This is an optimization exercise on Yosys and OpenROAD, whose aim is small area and a short achievable clock period, not a production implementation. No run shown here included a check of the RTL's function; only the layout flow was run. No activity file was given, so power comes from the tool's default toggle rates.

## flow/design.v (module list and top-level ports; edited modules follow where they fit)
// module dsp_27x27u: 2104 lines
// module mul_fa: 10 lines
module dsp_27x27u #(
    parameter LATENCY = 2,
    parameter AX_WIDTH = 27,
    parameter AY_WIDTH = 27,
    parameter RESULT_A_WIDTH = 54
) (
    input   clock,
    input   resetn,
    input   ivalid,
    input   iready,
    output  ovalid,
    output  oready,
    input [AX_WIDTH-1:0] ax,
    input [AY_WIDTH-1:0] ay,
    output [RESULT_A_WIDTH-1:0] resulta
);
  // ...
==> flow/run.sh <==
#!/bin/bash
# synth_recipe.tcl (not shown) runs the flow's synth.tcl, then flattens the netlist and writes it again
# the make line also repeats each setting of config.mk as NAME=value (left out here)
make -C /OpenROAD-flow-scripts/flow DESIGN_CONFIG=/design/flow/config.mk WORK_HOME=/design/flow/orfs CLKGATE_MAP_FILE= SYNTH_SCRIPT=/design/flow/synth_recipe.tcl finish
==> flow/config.mk <==
export PLATFORM = sky130hd
export DESIGN_NAME = dsp_27x27u
export DESIGN_NICKNAME = dsp_27x27u
export VERILOG_FILES = /design/flow/design.v
export SDC_FILE = /design/flow/constraint.sdc
export NUM_CORES = 4
export LEC_CHECK = 0
export ABC_CLOCK_PERIOD_IN_PS = 1200
export CAP_MARGIN = 20
export CORE_MARGIN = 2
export CORE_UTILIZATION = 40
export SETUP_SLACK_MARGIN = 4
export SLEW_MARGIN = 20
export SYNTH_HIERARCHICAL = 1
export SYNTH_MINIMUM_KEEP_SIZE = 0
==> flow/constraint.sdc <==
create_clock -name core_clock -period 8.5 [get_ports {clock}]
set_input_delay 1.7000 -clock core_clock [delete_from_list [all_inputs] [get_ports {clock}]]
set_output_delay 1.7000 -clock core_clock [all_outputs]
set_load 0.01 [all_outputs]
==> run summary, run 1 <==
* Met3 track demand over resource at 6.69%
* Sequential share of cell area at about 14%
* Post-CTS resize count at 214
* Final setup vio count at 0
* Worst R2R Start: xr[5]$_DFF_P_
* Port buffer count at 108
* Critical path class: flip-flop to output pin
* Clk pwr at roughly 0.74 mW
* Inserted Clock Buffers at 17
* N_taps at 672
* 1st-iter DRT viols at about 1600
* Largest power group: combinational logic
* Filler instances at 4587
* Post-DRT Antenna Nets at 0
* Clock slew at reported path FFs at ~70 ps
* Clock sink total at roughly 160
* Multi-input gate count at about 1500
* Cell taking the most area after synthesis: fa_1
* Final instance area at between 20000 and 25000 sq um
* Number of global-route vias before repair at about 17000
* Post-Syn Area per Cell at 10.4 sq um
* Met1 wire length at 25400 um
* CP max FO at 3
* CP max stage cell: fa_2
* DRT Pass-1 Iters at 6
* Synth warn at 7
* Number of library cell types mapped by synthesis at 50
* Placed cell area at 21500 sq um
* Sequential area share after synthesis at 15.9%
* Bufs on Longest Clock Path at 2
* Worst VDD drop at 329 uV
* Routed wl met3 at 6690 um
* Max Fclk at between 150 and 200 MHz
* Met2 WL post-DR at 29700 um
* Busiest grt layer: met2
* Outcome: complete, no violations
* Ys async rst share at 0%
==> run 2, diff against run 1 <==
--- a/flow/design.v
+++ b/flow/design.v
@@ -1200,16 +1200,298 @@
     wire s1107;
     wire c1108;
     wire s1109;
     wire c1110;
     wire s1111;
     wire c1112;
     wire s1113;
     wire c1114;
+    wire pg1115;
+    wire pg1116;
+    wire pp1117;
+    wire pg1118;
+    wire pp1119;
+    wire pg1120;
+    wire pp1121;
+    wire pg1122;
+    wire pp1123;
+    wire pg1124;
+    wire pp1125;
+    wire pg1126;
+    wire pp1127;
+    wire pg1128;
+    wire pp1129;
+    wire pg1130;
+    wire pp1131;
+    wire pg1132;
+    wire pp1133;
+    wire pg1134;
+    wire pp1135;
+    wire pg1136;
+    wire pp1137;
+    wire pg1138;
+    wire pp1139;
+    wire pg1140;
+    wire pp1141;
+    wire pg1142;
+    wire pp1143;
+    wire pg1144;
+    wire pp1145;
+    wire pg1146;
+    wire pp1147;
+    wire pg1148;
+    wire pp1149;
+    wire pg1150;
+    wire pp1151;
+    wire pg1152;
+    wire pp1153;
+    wire pg1154;
+    wire pp1155;
+    wire pg1156;
+    wire pp1157;
+    wire pg1158;
+    wire pp1159;
+    wire pg1160;
+    wire pp1161;
+    wire pg1162;
+    wire pp1163;
+    wire pg1164;
+    wire pp1165;
+    wire pg1166;
+    wire pp1167;
+    wire pg1168;
+    wire pp1169;
+    wire pg1170;
+    wire pp1171;
+    wire pg1172;
+    wire pp1173;
+    wire pg1174;
+    wire pp1175;
+    wire pg1176;
+    wire pp1177;
+    wire pg1178;
+    wire pp1179;
+    wire pg1180;
+    wire pp1181;
+    wire pg1182;
+    wire pp1183;
+    wire pg1184;
+    wire pp1185;
+    wire pg1186;
+    wire pg1187;
+    wire pg1188;
+    wire pp1189;
+    wire pg1190;
+    wire pp1191;
+    wire pg1192;
+    wire pp1193;
+    wire pg1194;
+    wire pp1195;
+    wire pg1196;
+    wire pp1197;
+    wire pg1198;
+    wire pp1199;
+    wire pg1200;
+    wire pp1201;
+    wire pg1202;
+    wire pp1203;
+    wire pg1204;
+    wire pp1205;
+    wire pg1206;
+    wire pp1207;
+    wire pg1208;
+    wire pp1209;
+    wire pg1210;
+    wire pp1211;
+    wire pg1212;
+    wire pp1213;
+    wire pg1214;
+    wire pp1215;
+    wire pg1216;
+    wire pp1217;
+    wire pg1218;
+    wire pp1219;
+    wire pg1220;
+    wire pp1221;
+    wire pg1222;
+    wire pp1223;
+    wire pg1224;
+    wire pp1225;
+    wire pg1226;
+    wire pp1227;
+    wire pg1228;
+    wire pp1229;
+    wire pg1230;
+    wire pp1231;
+    wire pg1232;
+    wire pp1233;
+    wire pg1234;
+    wire pp1235;
+    wire pg1236;
+    wire pp1237;
+    wire pg1238;
+    wire pp1239;
+    wire pg1240;
+    wire pp1241;
+    wire pg1242;
+    wire pp1243;
+    wire pg1244;
+    wire pp1245;
+    wire pg1246;
+    wire pp1247;
+    wire pg1248;
+    wire pp1249;
+    wire pg1250;
+    wire pp1251;
+    wire pg1252;
+    wire pp1253;
+    wire pg1254;
+    wire pg1255;
+    wire pg1256;
+    wire pg1257;
+    wire pg1258;
+    wire pp1259;
+    wire pg1260;
+    wire pp1261;
+    wire pg1262;
+    wire pp1263;
+    wire pg1264;
+    wire pp1265;
+    wire pg1266;
+    wire pp1267;
+    wire pg1268;
+    wire pp1269;
+    wire pg1270;
+    wire pp1271;
+    wire pg1272;
+    wire pp1273;
+    wire pg1274;
+    wire pp1275;
+    wire pg1276;
+    wire pp1277;
+    wire pg1278;
+    wire pp1279;
+    wire pg1280;
+    wire pp1281;
+    wire pg1282;
+    wire pp1283;
+    wire pg1284;
+    wire pp1285;
+    wire pg1286;
+    wire pp1287;
+    wire pg1288;
+    wire pp1289;
+    wire pg1290;
+    wire pp1291;
+    wire pg1292;
+    wire pp1293;
+    wire pg1294;
+    wire pp1295;
+    wire pg1296;
+    wire pp1297;
+    wire pg1298;
+    wire pp1299;
+    wire pg1300;
+    wire pp1301;
+    wire pg1302;
+    wire pp1303;
+    wire pg1304;
+    wire pp1305;
+    wire pg1306;
+    wire pp1307;
+    wire pg1308;
+    wire pp1309;
+    wire pg1310;
+    wire pp1311;
+    wire pg1312;
+    wire pp1313;
+    wire pg1314;
+    wire pp1315;
+    wire pg1316;
+    wire pg1317;
+    wire pg1318;
+    wire pg1319;
+    wire pg1320;
+    wire pg1321;
+    wire pg1322;
+    wire pg1323;
+    wire pg1324;
+    wire pp1325;
+    wire pg1326;
+    wire pp1327;
+    wire pg1328;
+    wire pp1329;
+    wire pg1330;
+    wire pp1331;
+    wire pg1332;
+    wire pp1333;
+    wire pg1334;
+    wire pp1335;
+    wire pg1336;
+    wire pp1337;
+    wire pg1338;
+    wire pp1339;
+    wire pg1340;
+    wire pp1341;
+    wire pg1342;
+    wire pp1343;
+    wire pg1344;
+    wire pp1345;
+    wire pg1346;
+    wire pp1347;
+    wire pg1348;
+    wire pp1349;
+    wire pg1350;
+    wire pp1351;
+    wire pg1352;
+    wire pp1353;
+    wire pg1354;
+    wire pp1355;
+    wire pg1356;
+    wire pp1357;
+    wire pg1358;
+    wire pp1359;
+    wire pg1360;
+    wire pp1361;
+    wire pg1362;
+    wire pp1363;
+    wire pg1364;
+    wire pp1365;
+    wire pg1366;
+    wire pg1367;
+    wire pg1368;
+    wire pg1369;
+    wire pg1370;
+    wire pg1371;
+    wire pg1372;
+    wire pg1373;
+    wire pg1374;
+    wire pg1375;
+    wire pg1376;
+    wire pg1377;
+    wire pg1378;
+    wire pg1379;
+    wire pg1380;
+    wire pg1381;
+    wire pg1382;
+    wire pp1383;
+    wire pg1384;
+    wire pp1385;
+    wire pg1386;
+    wire pp1387;
+    wire pg1388;
+    wire pp1389;
+    wire pg1390;
+    wire pp1391;
+    wire pg1392;
+    wire pg1393;
+    wire pg1394;
+    wire pg1395;
+    wire pg1396;
     wire [28:0] yz = {1'b0, ay, 1'b0};
     wire [13:0] neg_d, one_d, two_d;
     genvar gj;
     generate for (gj = 0; gj < 14; gj = gj + 1) begin : enc
         wire b0 = yz[2*gj], b1 = yz[2*gj+1], b2 = yz[2*gj+2];
         assign neg_d[gj] = b2;
         assign one_d[gj] = b1 ^ b0;
         assign two_d[gj] = (b2 & ~b1 & ~b0) | (~b2 & b1 & b0);
@@ -2013,17 +2295,304 @@
     mul_fa u_s1105 (.a(~negr[11]), .b(pp363), .c(pp389), .s(s1105), .co(c1106));
     mul_fa u_s1107 (.a(c1100), .b(s1105), .c(c1102), .s(s1107), .co(c1108));
     assign s1109 = ~(pp364 ^ pp390);
     assign c1110 = pp364 | pp390;
     assign s1111 = s1109 ^ c1106;
     assign c1112 = s1109 & c1106;
     mul_fa u_s1113 (.a(~negr[12]), .b(pp391), .c(c1110), .s(s1113), .co(c1114));
     wire [18:0] lowsum = {1'b0, c520, c504, c490, c476, s473, c452, c442, c432, s429, c416, c410, s407, s401, s397, c394, pp29, pp2, pp1} + {1'b0, s535, s519, s503, s489, s475, s463, s451, s441, s431, s423, s415, s409, s403, s399, s395, s393, 1'b0, negr[0]};
-    wire [35:0] hi = {cs53_0, cs52_0, cs51_0, cs50_0, cs49_0, cs48_0, cs47_0, cs46_0, cs45_0, cs44_0, cs43_0, cs42_0, cs41_0, cs40_0, cs39_0, cs38_0, cs37_0, cs36_0, cs35_0, cs34_0, cs33_0, cs32_0, cs31_0, cs30_0, cs29_0, cs28_0, cs27_0, cs26_0, cs25_0, cs24_0, cs23_0, cs22_0, cs21_0, cs20_0, cs19_0, cs18_0} + {cs53_1, cs52_1, cs51_1, cs50_1, cs49_1, cs48_1, cs47_1, cs46_1, cs45_1, cs44_1, cs43_1, cs42_1, cs41_1, cs40_1, cs39_1, cs38_1, cs37_1, cs36_1, cs35_1, cs34_1, cs33_1, cs32_1, cs31_1, cs30_1, cs29_1, cs28_1, cs27_1, cs26_1, cs25_1, cs24_1, cs23_1, cs22_1, cs21_1, cs20_1, cs19_1, cs18_1} + {35'b0, lowr[18]};
+    wire [35:0] fa_a = {cs53_0, cs52_0, cs51_0, cs50_0, cs49_0, cs48_0, cs47_0, cs46_0, cs45_0, cs44_0, cs43_0, cs42_0, cs41_0, cs40_0, cs39_0, cs38_0, cs37_0, cs36_0, cs35_0, cs34_0, cs33_0, cs32_0, cs31_0, cs30_0, cs29_0, cs28_0, cs27_0, cs26_0, cs25_0, cs24_0, cs23_0, cs22_0, cs21_0, cs20_0, cs19_0, cs18_0};
+    wire [35:0] fa_b = {cs53_1, cs52_1, cs51_1, cs50_1, cs49_1, cs48_1, cs47_1, cs46_1, cs45_1, cs44_1, cs43_1, cs42_1, cs41_1, cs40_1, cs39_1, cs38_1, cs37_1, cs36_1, cs35_1, cs34_1, cs33_1, cs32_1, cs31_1, cs30_1, cs29_1, cs28_1, cs27_1, cs26_1, cs25_1, cs24_1, cs23_1, cs22_1, cs21_1, cs20_1, cs19_1, cs18_1};
+    wire [35:0] fp = fa_a ^ fa_b;
+    wire [35:0] fg = fa_a & fa_b;
+    wire cin0 = lowr[18];
+    assign pg1115 = fg[0] | (fp[0] & cin0);
+    assign pg1116 = fg[1] | (fp[1] & fg[0]);
+    assign pp1117 = fp[1] & fp[0];
+    assign pg1118 = fg[2] | (fp[2] & fg[1]);
+    assign pp1119 = fp[2] & fp[1];
+    assign pg1120 = fg[3] | (fp[3] & fg[2]);
+    assign pp1121 = fp[3] & fp[2];
+    assign pg1122 = fg[4] | (fp[4] & fg[3]);
+    assign pp1123 = fp[4] & fp[3];
+    assign pg1124 = fg[5] | (fp[5] & fg[4]);
+    assign pp1125 = fp[5] & fp[4];
+    assign pg1126 = fg[6] | (fp[6] & fg[5]);
+    assign pp1127 = fp[6] & fp[5];
+    assign pg1128 = fg[7] | (fp[7] & fg[6]);
+    assign pp1129 = fp[7] & fp[6];
+    assign pg1130 = fg[8] | (fp[8] & fg[7]);
+    assign pp1131 = fp[8] & fp[7];
+    assign pg1132 = fg[9] | (fp[9] & fg[8]);
+    assign pp1133 = fp[9] & fp[8];
+    assign pg1134 = fg[10] | (fp[10] & fg[9]);
+    assign pp1135 = fp[10] & fp[9];
+    assign pg1136 = fg[11] | (fp[11] & fg[10]);
+    assign pp1137 = fp[11] & fp[10];
+    assign pg1138 = fg[12] | (fp[12] & fg[11]);
+    assign pp1139 = fp[12] & fp[11];
+    assign pg1140 = fg[13] | (fp[13] & fg[12]);
+    assign pp1141 = fp[13] & fp[12];
+    assign pg1142 = fg[14] | (fp[14] & fg[13]);
+    assign pp1143 = fp[14] & fp[13];
+    assign pg1144 = fg[15] | (fp[15] & fg[14]);
+    assign pp1145 = fp[15] & fp[14];
+    assign pg1146 = fg[16] | (fp[16] & fg[15]);
+    assign pp1147 = fp[16] & fp[15];
+    assign pg1148 = fg[17] | (fp[17] & fg[16]);
+    assign pp1149 = fp[17] & fp[16];
+    assign pg1150 = fg[18] | (fp[18] & fg[17]);
+    assign pp1151 = fp[18] & fp[17];
+    assign pg1152 = fg[19] | (fp[19] & fg[18]);
+    assign pp1153 = fp[19] & fp[18];
+    assign pg1154 = fg[20] | (fp[20] & fg[19]);
+    assign pp1155 = fp[20] & fp[19];
+    assign pg1156 = fg[21] | (fp[21] & fg[20]);
+    assign pp1157 = fp[21] & fp[20];
+    assign pg1158 = fg[22] | (fp[22] & fg[21]);
+    assign pp1159 = fp[22] & fp[21];
+    assign pg1160 = fg[23] | (fp[23] & fg[22]);
+    assign pp1161 = fp[23] & fp[22];
+    assign pg1162 = fg[24] | (fp[24] & fg[23]);
+    assign pp1163 = fp[24] & fp[23];
+    assign pg1164 = fg[25] | (fp[25] & fg[24]);
+    assign pp1165 = fp[25] & fp[24];
+    assign pg1166 = fg[26] | (fp[26] & fg[25]);
+    assign pp1167 = fp[26] & fp[25];
+    assign pg1168 = fg[27] | (fp[27] & fg[26]);
+    assign pp1169 = fp[27] & fp[26];
+    assign pg1170 = fg[28] | (fp[28] & fg[27]);
+    assign pp1171 = fp[28] & fp[27];
+    assign pg1172 = fg[29] | (fp[29] & fg[28]);
+    assign pp1173 = fp[29] & fp[28];
+    assign pg1174 = fg[30] | (fp[30] & fg[29]);
+    assign pp1175 = fp[30] & fp[29];
+    assign pg1176 = fg[31] | (fp[31] & fg[30]);
+    assign pp1177 = fp[31] & fp[30];
+    assign pg1178 = fg[32] | (fp[32] & fg[31]);
+    assign pp1179 = fp[32] & fp[31];
+    assign pg1180 = fg[33] | (fp[33] & fg[32]);
+    assign pp1181 = fp[33] & fp[32];
+    assign pg1182 = fg[34] | (fp[34] & fg[33]);
+    assign pp1183 = fp[34] & fp[33];
+    assign pg1184 = fg[35] | (fp[35] & fg[34]);
+    assign pp1185 = fp[35] & fp[34];
+    assign pg1186 = pg1116 | (pp1117 & cin0);
+    assign pg1187 = pg1118 | (pp1119 & pg1115);
+    assign pg1188 = pg1120 | (pp1121 & pg1116);
+    assign pp1189 = pp1121 & pp1117;
+    assign pg1190 = pg1122 | (pp1123 & pg1118);
+    assign pp1191 = pp1123 & pp1119;
+    assign pg1192 = pg1124 | (pp1125 & pg1120);
+    assign pp1193 = pp1125 & pp1121;
+    assign pg1194 = pg1126 | (pp1127 & pg1122);
+    assign pp1195 = pp1127 & pp1123;
+    assign pg1196 = pg1128 | (pp1129 & pg1124);
+    assign pp1197 = pp1129 & pp1125;
+    assign pg1198 = pg1130 | (pp1131 & pg1126);
+    assign pp1199 = pp1131 & pp1127;
+    assign pg1200 = pg1132 | (pp1133 & pg1128);
+    assign pp1201 = pp1133 & pp1129;
+    assign pg1202 = pg1134 | (pp1135 & pg1130);
+    assign pp1203 = pp1135 & pp1131;
+    assign pg1204 = pg1136 | (pp1137 & pg1132);
+    assign pp1205 = pp1137 & pp1133;
+    assign pg1206 = pg1138 | (pp1139 & pg1134);
+    assign pp1207 = pp1139 & pp1135;
+    assign pg1208 = pg1140 | (pp1141 & pg1136);
+    assign pp1209 = pp1141 & pp1137;
+    assign pg1210 = pg1142 | (pp1143 & pg1138);
+    assign pp1211 = pp1143 & pp1139;
+    assign pg1212 = pg1144 | (pp1145 & pg1140);
+    assign pp1213 = pp1145 & pp1141;
+    assign pg1214 = pg1146 | (pp1147 & pg1142);
+    assign pp1215 = pp1147 & pp1143;
+    assign pg1216 = pg1148 | (pp1149 & pg1144);
+    assign pp1217 = pp1149 & pp1145;
+    assign pg1218 = pg1150 | (pp1151 & pg1146);
+    assign pp1219 = pp1151 & pp1147;
+    assign pg1220 = pg1152 | (pp1153 & pg1148);
+    assign pp1221 = pp1153 & pp1149;
+    assign pg1222 = pg1154 | (pp1155 & pg1150);
+    assign pp1223 = pp1155 & pp1151;
+    assign pg1224 = pg1156 | (pp1157 & pg1152);
+    assign pp1225 = pp1157 & pp1153;
+    assign pg1226 = pg1158 | (pp1159 & pg1154);
+    assign pp1227 = pp1159 & pp1155;
+    assign pg1228 = pg1160 | (pp1161 & pg1156);
+    assign pp1229 = pp1161 & pp1157;
+    assign pg1230 = pg1162 | (pp1163 & pg1158);
+    assign pp1231 = pp1163 & pp1159;
+    assign pg1232 = pg1164 | (pp1165 & pg1160);
+    assign pp1233 = pp1165 & pp1161;
+    assign pg1234 = pg1166 | (pp1167 & pg1162);
+    assign pp1235 = pp1167 & pp1163;
+    assign pg1236 = pg1168 | (pp1169 & pg1164);
+    assign pp1237 = pp1169 & pp1165;
+    assign pg1238 = pg1170 | (pp1171 & pg1166);
+    assign pp1239 = pp1171 & pp1167;
+    assign pg1240 = pg1172 | (pp1173 & pg1168);
+    assign pp1241 = pp1173 & pp1169;
+    assign pg1242 = pg1174 | (pp1175 & pg1170);
+    assign pp1243 = pp1175 & pp1171;
+    assign pg1244 = pg1176 | (pp1177 & pg1172);
+    assign pp1245 = pp1177 & pp1173;
+    assign pg1246 = pg1178 | (pp1179 & pg1174);
+    assign pp1247 = pp1179 & pp1175;
+    assign pg1248 = pg1180 | (pp1181 & pg1176);
+    assign pp1249 = pp1181 & pp1177;
+    assign pg1250 = pg1182 | (pp1183 & pg1178);
+    assign pp1251 = pp1183 & pp1179;
+    assign pg1252 = pg1184 | (pp1185 & pg1180);
+    assign pp1253 = pp1185 & pp1181;
+    assign pg1254 = pg1188 | (pp1189 & cin0);
+    assign pg1255 = pg1190 | (pp1191 & pg1115);
+    assign pg1256 = pg1192 | (pp1193 & pg1186);
+    assign pg1257 = pg1194 | (pp1195 & pg1187);
+    assign pg1258 = pg1196 | (pp1197 & pg1188);
+    assign pp1259 = pp1197 & pp1189;
+    assign pg1260 = pg1198 | (pp1199 & pg1190);
+    assign pp1261 = pp1199 & pp1191;
+    assign pg1262 = pg1200 | (pp1201 & pg1192);
+    assign pp1263 = pp1201 & pp1193;
+    assign pg1264 = pg1202 | (pp1203 & pg1194);
+    assign pp1265 = pp1203 & pp1195;
+    assign pg1266 = pg1204 | (pp1205 & pg1196);
+    assign pp1267 = pp1205 & pp1197;
+    assign pg1268 = pg1206 | (pp1207 & pg1198);
+    assign pp1269 = pp1207 & pp1199;
+    assign pg1270 = pg1208 | (pp1209 & pg1200);
+    assign pp1271 = pp1209 & pp1201;
+    assign pg1272 = pg1210 | (pp1211 & pg1202);
+    assign pp1273 = pp1211 & pp1203;
+    assign pg1274 = pg1212 | (pp1213 & pg1204);
+    assign pp1275 = pp1213 & pp1205;
+    assign pg1276 = pg1214 | (pp1215 & pg1206);
+    assign pp1277 = pp1215 & pp1207;
+    assign pg1278 = pg1216 | (pp1217 & pg1208);
+    assign pp1279 = pp1217 & pp1209;
+    assign pg1280 = pg1218 | (pp1219 & pg1210);
+    assign pp1281 = pp1219 & pp1211;
+    assign pg1282 = pg1220 | (pp1221 & pg1212);
+    assign pp1283 = pp1221 & pp1213;
+    assign pg1284 = pg1222 | (pp1223 & pg1214);
+    assign pp1285 = pp1223 & pp1215;
+    assign pg1286 = pg1224 | (pp1225 & pg1216);
+    assign pp1287 = pp1225 & pp1217;
+    assign pg1288 = pg1226 | (pp1227 & pg1218);
+    assign pp1289 = pp1227 & pp1219;
+    assign pg1290 = pg1228 | (pp1229 & pg1220);
+    assign pp1291 = pp1229 & pp1221;
+    assign pg1292 = pg1230 | (pp1231 & pg1222);
+    assign pp1293 = pp1231 & pp1223;
+    assign pg1294 = pg1232 | (pp1233 & pg1224);
+    assign pp1295 = pp1233 & pp1225;
+    assign pg1296 = pg1234 | (pp1235 & pg1226);
+    assign pp1297 = pp1235 & pp1227;
+    assign pg1298 = pg1236 | (pp1237 & pg1228);
+    assign pp1299 = pp1237 & pp1229;
+    assign pg1300 = pg1238 | (pp1239 & pg1230);
+    assign pp1301 = pp1239 & pp1231;
+    assign pg1302 = pg1240 | (pp1241 & pg1232);
+    assign pp1303 = pp1241 & pp1233;
+    assign pg1304 = pg1242 | (pp1243 & pg1234);
+    assign pp1305 = pp1243 & pp1235;
+    assign pg1306 = pg1244 | (pp1245 & pg1236);
+    assign pp1307 = pp1245 & pp1237;
+    assign pg1308 = pg1246 | (pp1247 & pg1238);
+    assign pp1309 = pp1247 & pp1239;
+    assign pg1310 = pg1248 | (pp1249 & pg1240);
+    assign pp1311 = pp1249 & pp1241;
+    assign pg1312 = pg1250 | (pp1251 & pg1242);
+    assign pp1313 = pp1251 & pp1243;
+    assign pg1314 = pg1252 | (pp1253 & pg1244);
+    assign pp1315 = pp1253 & pp1245;
+    assign pg1316 = pg1258 | (pp1259 & cin0);
+    assign pg1317 = pg1260 | (pp1261 & pg1115);
+    assign pg1318 = pg1262 | (pp1263 & pg1186);
+    assign pg1319 = pg1264 | (pp1265 & pg1187);
+    assign pg1320 = pg1266 | (pp1267 & pg1254);
+    assign pg1321 = pg1268 | (pp1269 & pg1255);
+    assign pg1322 = pg1270 | (pp1271 & pg1256);
+    assign pg1323 = pg1272 | (pp1273 & pg1257);
+    assign pg1324 = pg1274 | (pp1275 & pg1258);
+    assign pp1325 = pp1275 & pp1259;
+    assign pg1326 = pg1276 | (pp1277 & pg1260);
+    assign pp1327 = pp1277 & pp1261;
+    assign pg1328 = pg1278 | (pp1279 & pg1262);
+    assign pp1329 = pp1279 & pp1263;
+    assign pg1330 = pg1280 | (pp1281 & pg1264);
+    assign pp1331 = pp1281 & pp1265;
+    assign pg1332 = pg1282 | (pp1283 & pg1266);
+    assign pp1333 = pp1283 & pp1267;
+    assign pg1334 = pg1284 | (pp1285 & pg1268);
+    assign pp1335 = pp1285 & pp1269;
+    assign pg1336 = pg1286 | (pp1287 & pg1270);
+    assign pp1337 = pp1287 & pp1271;
+    assign pg1338 = pg1288 | (pp1289 & pg1272);
+    assign pp1339 = pp1289 & pp1273;
+    assign pg1340 = pg1290 | (pp1291 & pg1274);
+    assign pp1341 = pp1291 & pp1275;
+    assign pg1342 = pg1292 | (pp1293 & pg1276);
+    assign pp1343 = pp1293 & pp1277;
+    assign pg1344 = pg1294 | (pp1295 & pg1278);
+    assign pp1345 = pp1295 & pp1279;
+    assign pg1346 = pg1296 | (pp1297 & pg1280);
+    assign pp1347 = pp1297 & pp1281;
+    assign pg1348 = pg1298 | (pp1299 & pg1282);
+    assign pp1349 = pp1299 & pp1283;
+    assign pg1350 = pg1300 | (pp1301 & pg1284);
+    assign pp1351 = pp1301 & pp1285;
+    assign pg1352 = pg1302 | (pp1303 & pg1286);
+    assign pp1353 = pp1303 & pp1287;
+    assign pg1354 = pg1304 | (pp1305 & pg1288);
+    assign pp1355 = pp1305 & pp1289;
+    assign pg1356 = pg1306 | (pp1307 & pg1290);
+    assign pp1357 = pp1307 & pp1291;
+    assign pg1358 = pg1308 | (pp1309 & pg1292);
+    assign pp1359 = pp1309 & pp1293;
+    assign pg1360 = pg1310 | (pp1311 & pg1294);
+    assign pp1361 = pp1311 & pp1295;
+    assign pg1362 = pg1312 | (pp1313 & pg1296);
+    assign pp1363 = pp1313 & pp1297;
+    assign pg1364 = pg1314 | (pp1315 & pg1298);
+    assign pp1365 = pp1315 & pp1299;
+    assign pg1366 = pg1324 | (pp1325 & cin0);
+    assign pg1367 = pg1326 | (pp1327 & pg1115);
+    assign pg1368 = pg1328 | (pp1329 & pg1186);
+    assign pg1369 = pg1330 | (pp1331 & pg1187);
+    assign pg1370 = pg1332 | (pp1333 & pg1254);
+    assign pg1371 = pg1334 | (pp1335 & pg1255);
+    assign pg1372 = pg1336 | (pp1337 & pg1256);
+    assign pg1373 = pg1338 | (pp1339 & pg1257);
+    assign pg1374 = pg1340 | (pp1341 & pg1316);
+    assign pg1375 = pg1342 | (pp1343 & pg1317);
+    assign pg1376 = pg1344 | (pp1345 & pg1318);
+    assign pg1377 = pg1346 | (pp1347 & pg1319);
+    assign pg1378 = pg1348 | (pp1349 & pg1320);
+    assign pg1379 = pg1350 | (pp1351 & pg1321);
+    assign pg1380 = pg1352 | (pp1353 & pg1322);
+    assign pg1381 = pg1354 | (pp1355 & pg1323);
+    assign pg1382 = pg1356 | (pp1357 & pg1324);
+    assign pp1383 = pp1357 & pp1325;
+    assign pg1384 = pg1358 | (pp1359 & pg1326);
+    assign pp1385 = pp1359 & pp1327;
+    assign pg1386 = pg1360 | (pp1361 & pg1328);
+    assign pp1387 = pp1361 & pp1329;
+    assign pg1388 = pg1362 | (pp1363 & pg1330);
+    assign pp1389 = pp1363 & pp1331;
+    assign pg1390 = pg1364 | (pp1365 & pg1332);
+    assign pp1391 = pp1365 & pp1333;
+    assign pg1392 = pg1382 | (pp1383 & cin0);
+    assign pg1393 = pg1384 | (pp1385 & pg1115);
+    assign pg1394 = pg1386 | (pp1387 & pg1186);
+    assign pg1395 = pg1388 | (pp1389 & pg1187);
+    assign pg1396 = pg1390 | (pp1391 & pg1254);
+    wire [35:0] hi = fp ^ {pg1395, pg1394, pg1393, pg1392, pg1381, pg1380, pg1379, pg1378, pg1377, pg1376, pg1375, pg1374, pg1373, pg1372, pg1371, pg1370, pg1369, pg1368, pg1367, pg1366, pg1323, pg1322, pg1321, pg1320, pg1319, pg1318, pg1317, pg1316, pg1257, pg1256, pg1255, pg1254, pg1187, pg1186, pg1115, cin0};
     assign resulta = {hi, lowr[17:0]};
     always @(posedge clock) begin
         xr <= ax;
         negr <= neg_d;
         oner <= one_d;
         twor <= two_d;
         lowr <= lowsum;
         cs18_0 <= c536;
==> flow/config.mk (replaced) <==
export PLATFORM = sky130hd
export DESIGN_NAME = dsp_27x27u
export DESIGN_NICKNAME = dsp_27x27u
export VERILOG_FILES = /design/flow/design.v
export SDC_FILE = /design/flow/constraint.sdc
export NUM_CORES = 4
export LEC_CHECK = 0
export CAP_MARGIN = 20
export CORE_MARGIN = 2
export CORE_UTILIZATION = 40
export SETUP_SLACK_MARGIN = 4.5
export SLEW_MARGIN = 20
export SYNTH_HIERARCHICAL = 1
export SYNTH_MINIMUM_KEEP_SIZE = 0
==> run 2 against run 1 <==
  * Critical path depth down 2
  * Synthesized cell count up 1.0%
  * First-iteration DRC count grew 11%
  * Clock skew down 7.2 ps
  * Clock power up 4.7%
  * Still clean on timing, DRC and antenna
  * Wire length up 6.7%
==> run summary, run 2 <==
* Outcome: complete, no violations (unchanged)
* Inserted Clock Buffers at 17 (unchanged)
* Clock sink total at 159 (unchanged)
* Cells after synthesis at 1951 (was 1931)
* Via Count at 16700 (was 15800)
* Critical path class: flip-flop to output pin (unchanged)
* Die area at 52300 sq um (was 51900 sq um)
* Sequential Area at 3260 sq um (was 3230 sq um)
* Worst-path cell chain: inv_2 -> fa_2 -> nor2b_4 -> o31a_1 -> o2111ai_2 -> o211ai_4 -> buf_4 -> a21boi_4 -> o311ai_4 -> buf_12 -> a31oi_1 -> xnor2_1 -> buf_2 (was inv_2 -> fa_2 -> inv_2 -> fa_2 -> a21oi_2 -> o211ai_1 -> a31oi_4 -> o21ai_4 -> buf_12 -> nor3_2 -> o21ai_2 -> nand4_1 -> a31oi_1 -> xor2_1 -> buf_2)
* Worst VDD drop at 476 uV (was 329 uV)
* Unrepaired setup endpoints after global routing: yes (unchanged)
* CTS root buf: clkbuf_16 (unchanged)
* Post-Syn Area per Cell at 10.3 sq um (was 10.4 sq um)
* Number of max-cap violations at 0 (unchanged)
* CTS tree: built (unchanged)
* Core Box Area at 50000 sq um (was 49800 sq um)
* Commonest non-fill, non-tap cell in the layout: xnor2_1 (unchanged)
* Max reg flops at 27 (unchanged)
* Final Non-Filler Cells at 2722 (was 2625)
* DR WL/cell at 25.4 um (was 24.7 um)
* CP bufs+invs at 4 (unchanged)
* Type of element launching the critical path: flip-flop (unchanged)
* PD cells at 492 nW/um^2 (was 452 nW/um^2)
* Final wirelength at 69100 um (was 64800 um)
* Sequential area share after synthesis at 15.8% (was 15.9%)
* Number of global-route vias before repair at 17500 (was 16700)
* Gpl congestion at 0.928 (was 0.856)
* Sw frac at 47.1% (was 46.9%)
* DRT Pass-1 Iters at 7 (was 6)
* Final hold vios at 0 (unchanged)
* Top Registers: xr (27), lowr (19) (unchanged)
* 1st-iter DRT viols at 1769 (was 1599)
* Top delay family on crit path: compound AO/OA/AOI/OAI gates (unchanged)
* Area of the multi-input gates at 17100 sq um (was 16100 sq um)
* Clock slew at reported path FFs at 70 ps (about the same)
* First-pass GRT wire length at 105000 um (was 97700 um)
* Pin count of the biggest net entering global routing at 29 (was 31)
* Port buffer count at 108 (unchanged)
* Clock Power Share at 6.3% (was 7.1%)
* Synth top area share at 30.9% (was 31.3%)
* Psw at 5.85 mW (was 4.91 mW)
* CP max stage cell: fa_2 (unchanged)
* Flop pwr share at 10.3% (was 11.9%)
* Largest cells by area after synthesis: fa_1 (31%), xnor2_1 (17%), dfxtp_1 (16%), a22oi_1 (13%), ha_1 (6.4%) (was fa_1 (31%), xnor2_1 (17%), dfxtp_1 (16%), a22oi_1 (13%), ha_1 (6.5%))
* Pleak at 9.53 nW (was 8.83 nW)
* Pre-CTS setup slack at 3460 ps (was 3120 ps)
* CP max stage delay at 410 ps (was 390 ps)
* Bufs on Longest Clock Path at 2 (unchanged)
* Cell taking the most area after synthesis: fa_1 (unchanged)
* WHS at 587 ps (was 660 ps)
* Fin nets at 2511 (was 2415)
* Ys async rst share at 0% (unchanged)
* Required time worst endpoint at 6800 ps (about the same)
* Most frequent cells in the layout: xnor2_1 (378), a22oi_1 (301), fa_1 (267), dfxtp_1 (127), ha_1 (79) (was xnor2_1 (389), a22oi_1 (327), fa_1 (310), dfxtp_1 (141), ha_1 (95))
* Internal at 6.57 mW (was 5.57 mW)
* Final period util at 57.1% (was 59.5%)
* Pins Over Slew Limit at 0 (unchanged)
* Most frequent cell after synthesis: xnor2_1 (unchanged)
* GRT Overall Usage at 26.2% (was 24.5%)
* Initial antenna violation count at 0 (unchanged)
* Share of layout cells above drive strength 1 at 22.7% (was 12.7%)
* Placed insts at 2584 (was 2554)
* CP max FO at 4 (was 3)
* Yosys reg bits at 159 (unchanged)
* Vias/cell at 6.13 (was 6.01)
* Total gr overflow at 0 (unchanged)
* Initial core utilization at 40.4% (was 40.3%)
* Post-synthesis cell area at 20200 sq um (was 20000 sq um)
* Filler instances at 4372 (was 4587)
* Die Span X at 229 um (was 228 um)
* Remaining DRCs at 0 (unchanged)
* Max_slew headroom at 63.5% (was 48.5%)
* Boundary pin count at 114 (unchanged)
* Detailed placement HPWL at 41200 um (was 39600 um)
* Post-synth EDFFs at 0 (unchanged)
* Setup ws final at 3650 ps (was 3440 ps)
* Cts hold-fix bufs at 0 (unchanged)
* Synth top cells by count: xnor2_1 (396), a22oi_1 (338), fa_1 (312), dfxtp_1 (159), clkbuf_1 (135) (was xnor2_1 (393), a22oi_1 (338), fa_1 (313), dfxtp_1 (159), clkbuf_1 (132))
* # rows at 82 (unchanged)
* Slew @ Worst Pin at 541 ps (was 765 ps)
* Arr. time, crit path at 3150 ps (was 3360 ps)
* Synth warn at 7 (unchanged)
* Sum of negative setup slack at 0 ps (unchanged)
* Crit end category: output pin (unchanged)
* Most flops, register: xr (unchanged)
* Worst-Skew Late Latency at 480 ps (was 490 ps)
* Max Fclk at 206 MHz (was 198 MHz)
* Die height at 229 um (was 228 um)
* Top FF cell, synth: dfxtp_1 (unchanged)
* Final core utilization at 50.5% (was 46.6%)
* Hold Crit Class: flip-flop to flip-flop (unchanged)
* Clock Skews at 10.8 ps (was 18.0 ps)
* Antenna cells at 0 (unchanged)
* Number of library cell types mapped by synthesis at 66 (was 50)
* Area grow syn2layout at 25.1% (was 15.8%)
* Tmin final at 4850 ps (was 5060 ps)
* Final setup vio count at 0 (unchanged)
* H-Tree Depth at 4 (unchanged)
* Comb power frac at 83.4% (was 81.0%)
* Post-DRT Antenna Nets at 0 (unchanged)
[run 2: cell types whose count changed in the layout (fill, tap and decap cells not counted), sizes merged, moves of 6 or more]
cell	previous run	this run
o21ai	43	33
clkbuf	27	20
buf	120	193
nand2	54	48
bufbuf	3	10
nor2	17	29
[run 2: kinds of logic after synthesis]
| kind of cell | after synthesis | share of synthesized area, % |
|---|---|---|
| multiplexers | 1 | 0.0558 |
| AND/OR/NAND/NOR | 155 | 3.86 |
| AO/OA/AOI/OAI | 527 | 19.5 |
| buffers and inverters | 269 | 5.08 |
| XOR/XNOR | 423 | 18.4 |
| adder cells (fa/ha/maj) | 416 | 37.4 |
| other | 1 | 0.0186 |
| flip-flops | 159 | 15.8 |
[run 2: modules after synthesis, one instance, submodules excluded]
module	flip-flops and latches	copies in the design	cells inside	cell area, sq um
mul_fa	0	311	1	20.0
dsp_27x27u	159	1	1640	14000
[run 2: per-stage QoR]
stage	power (mW)	cell area (sq um)
after floorplan	7.10	20500
after global placement	9.81	21900
after detailed placement	10.0	21900
after CTS	11.7	24400
after global routing	13.6	25200
final	12.4	25200
[run 2: what timing repair did]
action | 4_1_cts | 5_1_grt
setup endpoints to repair | 80 | 54
pin swaps | 102 | 80
buffers inserted | 69 | 24
cloned | 13 | 0
resized for setup | 377 | 174
[run 2: worst paths after layout]
path	start	end	slack [ps]	depth (start not counted)
worst max-delay path	lowr[18]$_DFF_P_	resulta[47]	3650	13
worst min-delay path	xr[26]$_DFF_P_	cs53_1$_DFF_P_	590	2
worst max register to register	xr[9]$_DFF_P_	lowr[18]$_DFF_P_	4200	14
worst min register to register	xr[26]$_DFF_P_	cs53_1$_DFF_P_	590	2
[run 2: layout make-up]
cell class,count,share of cell area [%]
multi-input combinational,1524,67.7
timing repair buffer,282,13.0
sequential,159,12.9
tap,672,3.33
clock buffer,18,1.74
inverter,53,0.788
clock inverter,14,0.590
[run 2: metal layers]
layer  vias up  global-route usage, %  wire length (um)
met3       258                   7.57              7520
met4         0                   12.3              3480
li1       6920                      -                 -
met2      1057                   41.8             31700
met5         -                      0                 0
met1      8444                   32.7             26400
[run 2: power groups by stage]
stage | clock network, mW | registers, mW | logic (mW)
detailed placement | 0 | 1.26 | 8.76
finish | 0.779 | 1.28 | 10.4
global route | 0.829 | 1.30 | 11.5
floorplan | 0 | 1.26 | 5.83
CTS | 0.807 | 1.27 | 9.66
global placement | 0 | 1.26 | 8.55
[run 2: worst reg2reg max path, stage by stage (launching register included)]
cell and delay (ps):
dfxtp_4 390, buf_12 160, a22oi_2 190, xnor2_1 160, fa_1 490, fa_1 530, fa_1 470, ha_4 280
ha_4 170, or3_4 380, o2111ai_4 90, a21oi_2 100, o21a_2 250, o41ai_4 340, o21ai_2 160

re-timing with driven ports:
No port has a modelled driver above. Below, the same layouts with a new extraction and two added sets of constraints. Step 1: set_driving_cell puts a clkbuf_16 on clock and a buf_2 on each other input, an assumption about the parent block. Step 2, shift: input delay + t, output delay - t, t = (earliest + latest rising clock arrival at the registers) / 2. This alone moves slack from input paths to output paths. a / b / c = ideal ports / drivers / drivers and shift; a / b = the first two.
run | shift t [ns] | setup WS [ns] | worst data-port slew with drivers (ns)
run 1 | 0.537 | 3.443 / 3.386 / 3.923 | 0.05
run 2 | 0.530 | 3.648 / 3.592 / 4.123 | 0.05
After both steps every run listed still meets setup and hold.
